This design comes from an exercise in tuning for small area on the open sky130 flow, not from production work.
Function was checked by simulation only, so behaviour that the tests miss may differ from the original.
Power and IR drop assume default switching activity.

==> design/flow/design.v <==
`timescale 1ns / 1ps
module MAC #(
        parameter B_WIDTH = 12,
        parameter C_WIDTH = 12,
        parameter COEFF_W = 16,
        parameter C_OUT = C_WIDTH + 1)
    (
        input clock,
        input reset,
        input  logic signed [COEFF_W - 1:0] coeff,
        input  logic signed [B_WIDTH - 1:0] b_in,
        input  logic signed [C_WIDTH - 1:0] c_in,
        output logic signed [B_WIDTH - 1:0] b_out,
        output logic signed [C_WIDTH - 1:0] c_out
    );
    localparam MULT = COEFF_W + B_WIDTH;
    logic signed [MULT    - 1   :0] mult_cb;
    logic signed [MULT-COEFF_W-1:0] mult_rnd;
    logic signed [C_WIDTH-1     :0] sum_cb;
    logic signed [COEFF_W - 1:0] coeff_d;
    logic signed [C_WIDTH - 1:0] c_in_d; 
    always @(posedge clock)
    begin
        b_out     <= b_in;
        c_in_d    <= c_in;
        coeff_d   <= coeff;
    end
    always @(posedge clock)
    begin
        if(reset) begin
            mult_cb <= {MULT{1'b0}};
        end else begin
            mult_cb <= coeff_d * b_out;
        end
    end
    always @(posedge clock)
    begin
        if(reset) begin
            mult_rnd <= {MULT-COEFF_W{1'b0}};
        end else begin 
            if(mult_cb[MULT - COEFF_W - 1] == 1'b1) begin  
                mult_rnd <= $signed(mult_cb[MULT-1:MULT-COEFF_W] + 1);
            end else begin
                mult_rnd <= mult_cb[MULT-1:MULT-COEFF_W];  
            end
        end
    end
    always @(posedge clock)
    begin
        if(reset) begin
            sum_cb <= {C_OUT{1'b0}};
        end else begin
            sum_cb <= c_in_d + mult_rnd;
        end
    end
    assign c_out = sum_cb;
endmodule
`timescale 1ns / 1ps
module fir_top#(parameter D_W   = 16,
                parameter C_W   = 16,
                parameter C_NUM = 33)
    (
        input                           clock,
        input                           reset,
        input  logic signed [D_W-1:0]      fir_in,
        output logic signed [D_W-1:0]      fir_out
    );
   genvar i;
   localparam logic [C_NUM*C_W-1:0] COEFF_ROM = {16'h0d9d,   
   16'hed3c,
   16'hfb3d,
   16'h18fb,
   16'hee8d,
   16'hfb28,
   16'h03d4,
   16'h12db,
   16'hed1f,
   16'hf3ce,
   16'h1405,
   16'h1453,
   16'hd8e6,
   16'he6de,
   16'h4f28,
   16'h7712,
   16'h0000,
   16'h88ee,
   16'hb0d8,
   16'h1922,
   16'h271a,
   16'hebad,
   16'hebfb,
   16'h0c32,
   16'h12e1,
   16'hed25,
   16'hfc2c,
   16'h04d8,
   16'h1173,
   16'he705,
   16'h04c3,
   16'h12c4,
   16'hf263};
   logic signed [C_W-1:0] coeff_mem [0: C_NUM-1];
   for (genvar k = 0; k < C_NUM; k = k + 1) begin: coeff_rom
      assign coeff_mem[k] = COEFF_ROM[C_W*(C_NUM-k)-1 -: C_W];
   end
   localparam MULT_WIDTH = D_W + C_W;
   localparam FIR_WIDTH  = MULT_WIDTH + C_NUM - 1;
   logic signed [C_NUM:0][D_W-1:0]           b_out;
   logic signed [C_NUM:0][D_W-1:0]           c_out;
   logic signed            [C_W-1:0]         coeff;
   assign c_out[0] = '0;
   generate
      for (i=0;i < C_NUM; i=i+1)
      begin: mult_acc MAC
         #( .B_WIDTH (D_W), .C_WIDTH (C_W), .COEFF_W (C_W))
         inst_mac(
            .clock   (clock         ),
            .reset   (reset         ),
            .coeff   (coeff_mem[i]  ),
            .b_in    (b_out[i]      ),
            .c_in    (c_out[i]      ),
            .b_out   (b_out[i+1]    ),
            .c_out   (c_out[i+1]    )
           );
      end
   endgenerate
   always @(posedge clock)
   begin
    fir_out  <= c_out[C_NUM-1];
    b_out[0] <= fir_in;
   end
endmodule
==> design/flow/run.sh <==
#!/bin/bash
# synth_recipe.tcl (not shown) runs the flow's synth.tcl, then flattens the netlist and writes it again
# the make line also repeats each setting of config.mk as NAME=value (left out here)
make -C /OpenROAD-flow-scripts/flow DESIGN_CONFIG=/design/flow/config.mk WORK_HOME=/design/flow/orfs CLKGATE_MAP_FILE= SYNTH_SCRIPT=/design/flow/synth_recipe.tcl finish
==> design/flow/config.mk <==
export PLATFORM = sky130hd
export DESIGN_NAME = fir_top
export DESIGN_NICKNAME = fir_top
export VERILOG_FILES = /design/flow/design.v
export SDC_FILE = /design/flow/constraint.sdc
export NUM_CORES = 4
export LEC_CHECK = 0
export CAP_MARGIN = 20
export CORE_MARGIN = 2
export CORE_UTILIZATION = 45
export PLACE_DENSITY = 0.6
export SLEW_MARGIN = 20
==> design/flow/constraint.sdc <==
create_clock -name core_clock -period 7.0 [get_ports {clock}]
set_input_delay 1.4000 -clock core_clock [delete_from_list [all_inputs] [get_ports {clock}]]
set_output_delay 1.4000 -clock core_clock [all_outputs]
set_load 0.01 [all_outputs]
==> results.yml <==
die:
  initial_core_util: 0.452
  core-area_um2: 441000
  die_y_um: 670
  die_w_um: 670
  ios: 34
  row_count: 244
  dieArea_um2: 449000
cells_and_area:
  stdcell_count: 26300
  area_growth_syn_to_layout_pct: 8.85
  fin_util: 0.492
  nets: 25900
  design_area_um2: 217000
  drive_above_1_share: 0.0383
yosys:
  synthCells: 20000
  yosys.area.top_type: "dfxtp_1"
  async_reset_ff_frac: 0
  synth_edf_count: 0
  syn_nets: 25800
  synth_area_leaders: "dfxtp_1 (25%), ha_1 (22%), fa_1 (22%)"
  synthSimpleGateAreaFrac: 0.0939
  netlist_area_um2: 199000
  synth-adder-area-share: 0.442
  synthMuxAreaShare: 0.00840
  synth-main-ff-cell: "dfxtp_1"
  yosysTopAreaCellShare: 0.251
  avgSynthCellArea_um2: 9.98
  synth_cell_type_count: 98
  synth_warnings: 37
  synth_compound_area_frac: 0.0704
  ys_seq_area_frac: 0.251
  synth_top_family_by_area: "adder cells"
  synth_xor_xnor_area_share: 0.0478
  ys_ff_latch: 2506
critical_path:
  crit_fanout: 8
  critical_path_class: "flop to flop"
  start_kind: "flop"
  required_ns: 7.78
  r2r_cells: 20
  cp.arrival_ns: 7.24
  setup.worst_path.end_class: "flop"
sta:
  max_slew_margin: 0.361
  rsz0062_at_grt: "no"
  worstMarginPinSlew_ns: 0.959
  whs_ns: 0.300
  finClkSkew_ns: 0.0747
  finalSetupTns_ns: 0
  max_freq_mhz: 155
  hold_violations: 0
  finalCritPeriodShare: 0.922
  period_minus_slack_ns: 6.45
  drv_slew: 0
  setup_viol: 0
clock_tree:
  clkLatencyLatePin_ns: 0.95
  post_cts_buffers: 0
  clock_path_buffers: 4
  cts_tree: "yes"
  cts_inserted_buffers: 290
  htree_num_levels: 5
  path_clk_slew_ns: 0.06
  clockRootBuffer: "clkbuf_16"
  clock-sinks: 2506
placement:
  dp_cells: 25800
  place_congestion: 0.851
  hpwlAfterDp_um: 336000
  portBuffers: 33
  placed_area_um2: 207000
global_route:
  track_usage: 0.186
  grt_pass1_wl_um: 689000
  antenna_found_initial: 10
  grt-ovfl-total: 0
  grt_max_degree: 197
  grt_pass1_vias: 134000
routing:
  dr.pass1.iters: 5
  routedWlPerCell_um: 15.6
  via_count: 129000
  drtIter0Drc: 4746
  wirelength_um: 410000
  drtAntennaViolNets: 0
  vias_per_cell: 4.89
  route.detailed.drc: 0
hold_path:
  hold_path.class: "flop to flop"
  min_path_cells: 0
pwr:
  vdd_drop_max_mv: 0.417
  power.density_nw_per_um2: 430
  p_leak_nw: 110
run_status:
  outcome: "finished clean"
run:
  cap_violations: 0
-- critical path: stages (launching register included) --
cell and delay [ns]:
dfxtp_1 0.58, fa_1 0.52, inv_1 0.10, fa_1 0.44
fa_1 0.55, inv_1 0.05, fa_1 0.45, fa_1 0.48
inv_1 0.05, fa_1 0.49, inv_1 0.04, ha_1 0.31
nand4_1 0.09, nor2_1 0.05, o21ai_0 0.10, a31oi_1 0.23
nor4_2 0.36, a211oi_1 0.26, or4_1 0.59, a31oi_1 0.21
mux2_2 0.35
-- power breakdown --
| group | internal, W | leakage (nW) | switching (W) | total [W] |
|---|---|---|---|---|
| Sequential | 0.0185 | 20.8 | 0.00256 | 0.0210 |
| Clock | 0.00946 | 4.91 | 0.00651 | 0.0160 |
| Combinational | 0.0253 | 84.1 | 0.0312 | 0.0565 |
-- worst paths after layout --
| path | start | endpoint | slack, ns |
|---|---|---|---|
| hold reg to reg | mult_acc[27].inst_mac.sum_cb[0] | mult_acc[28].inst_mac.c_in_d[0] | 0.30 |
| hold / removal | mult_acc[27].inst_mac.sum_cb[0] | mult_acc[28].inst_mac.c_in_d[0] | 0.30 |
| setup / recovery | mult_acc[22].inst_mac.b_out[5] | mult_acc[22].inst_mac.mult_cb[28] | 0.55 |
| setup reg to reg | mult_acc[22].inst_mac.b_out[5] | mult_acc[22].inst_mac.mult_cb[28] | 0.55 |
-- area by class of cell --
cell class                 count  area [µm²]
sequential                  2506       50200
fill                       41200      224000
inverter                    4291       16100
antenna                        4        10.0
timing repair buffer         124        1090
clock inverter               151        2010
multi-input combinational  12900      132000
clock buffer                 375        8110
tap                         5904        7390
-- state kept, by name, summed over array words and instances (netlist names) --
name,flops
fir_out,16
mult_acc.inst_mac.b_in,16
mult_acc.inst_mac.b_out,512
mult_acc.inst_mac.c_in_d,496
mult_acc.inst_mac.mult_cb,458
mult_acc.inst_mac.mult_rnd,496
mult_acc.inst_mac.sum_cb,512
-- per-stage QoR --
step,setup slack (ns),total power [W]
floorplan,0.602,0.0645
global placement,0.325,0.0774
detailed placement,0.306,0.0779
CTS,0.273,0.0947
global route,0.165,0.104
finish,0.548,0.0935
-- logic make-up (layout without fill, tap and decap cells) --
| group | after synthesis | count (layout) |
|---|---|---|
| other | 0 | 4 |
| AOI/OAI and AO/OA | 2110 | 2110 |
| DFF | 2506 | 2506 |
| muxes | 157 | 157 |
| and+or+nand+nor | 3851 | 3851 |
| adders and majority gates | 5738 | 5738 |
| buffers and inverters | 4547 | 4941 |
| xor gates and xnor gates | 1088 | 1088 |
-- layer usage --
layer	global-route usage	wire length (µm)	vias to the layer above	share of wire
met5	0	0	-	0
met4	0.0444	9780	0	0.024
met3	0.0155	8760	508	0.021
met2	0.332	202000	1082	0.49
met1	0.243	189000	62000	0.46
li1	-	-	64900	-
-- synth_stat cells, drive strengths merged, types with 34 or more instances --
master   number
a211oi       74
a21boi       97
a21o        253
a21oi       582
a311o        38
a31oi       140
a41oi        37
and2         74
and3        245
and4         42
clkbuf      241
dfxtp      2506
fa         2195
ha         3542
inv        4289
mux2         80
mux2i        77
nand2       554
nand2b      107
nand3       242
nand3b       39
nand4       197
nor2       1405
nor2b       204
nor3        398
nor3b        45
o2111ai      41
o21a         69
o21ai       375
o21bai       34
o31ai        37
or2          65
or3         154
or4          37
xnor2       561
xor2        527
-- cell usage in the layout, fill, tap and decap left out, types with 242 or more instances in the layout --
cell type | Yosys | layout
nor3_1 | 397 | 397
dfxtp_1 | 2506 | 2506
nor2_1 | 1404 | 1404
nand2_1 | 554 | 554
clkbuf_16 | 0 | 295
xnor2_1 | 561 | 561
o21ai_0 | 367 | 367
fa_1 | 2195 | 2195
a21oi_1 | 582 | 582
and3_1 | 244 | 244
inv_1 | 4289 | 4287
xor2_1 | 527 | 527
a21o_1 | 253 | 253
nand3_1 | 242 | 242
ha_1 | 3542 | 3542
-- repair_timing --
action                                  in CTS  in global routing
hold endpoints to repair                     0                  0
hold buffers                                 0                  0
endpoints found under the setup margin       0                  1
resized for setup                            0                  1

-- port drivers added, routing unchanged --
In the flow no input, the clock included, has a driving cell. The finished layout below was timed again as built, in two steps. Step 1, drivers: a clkbuf_16 drives clock and a buf_2 each remaining input, both assumed. Step 2 also shifts input and output timing later by t, the mid clock arrival at the registers, as if the neighbouring blocks saw the same clock. a / b / c = ideal / step 1 / step 2; a / b = the first two.
t, ns: 1.022
setup slack, ns: 0.548 / 0.548 / 0.548
worst hold slack (ns): 0.300 / 0.300 / 0.300
slew at the worst register clock pin (ns): 0.07 / 0.07
worst slew at a driven data input, ns: 0.10
After both steps setup and hold are still met in this run. The setup slack of this run moves by 0.000 ns with the drivers and by 0.000 ns with both steps.
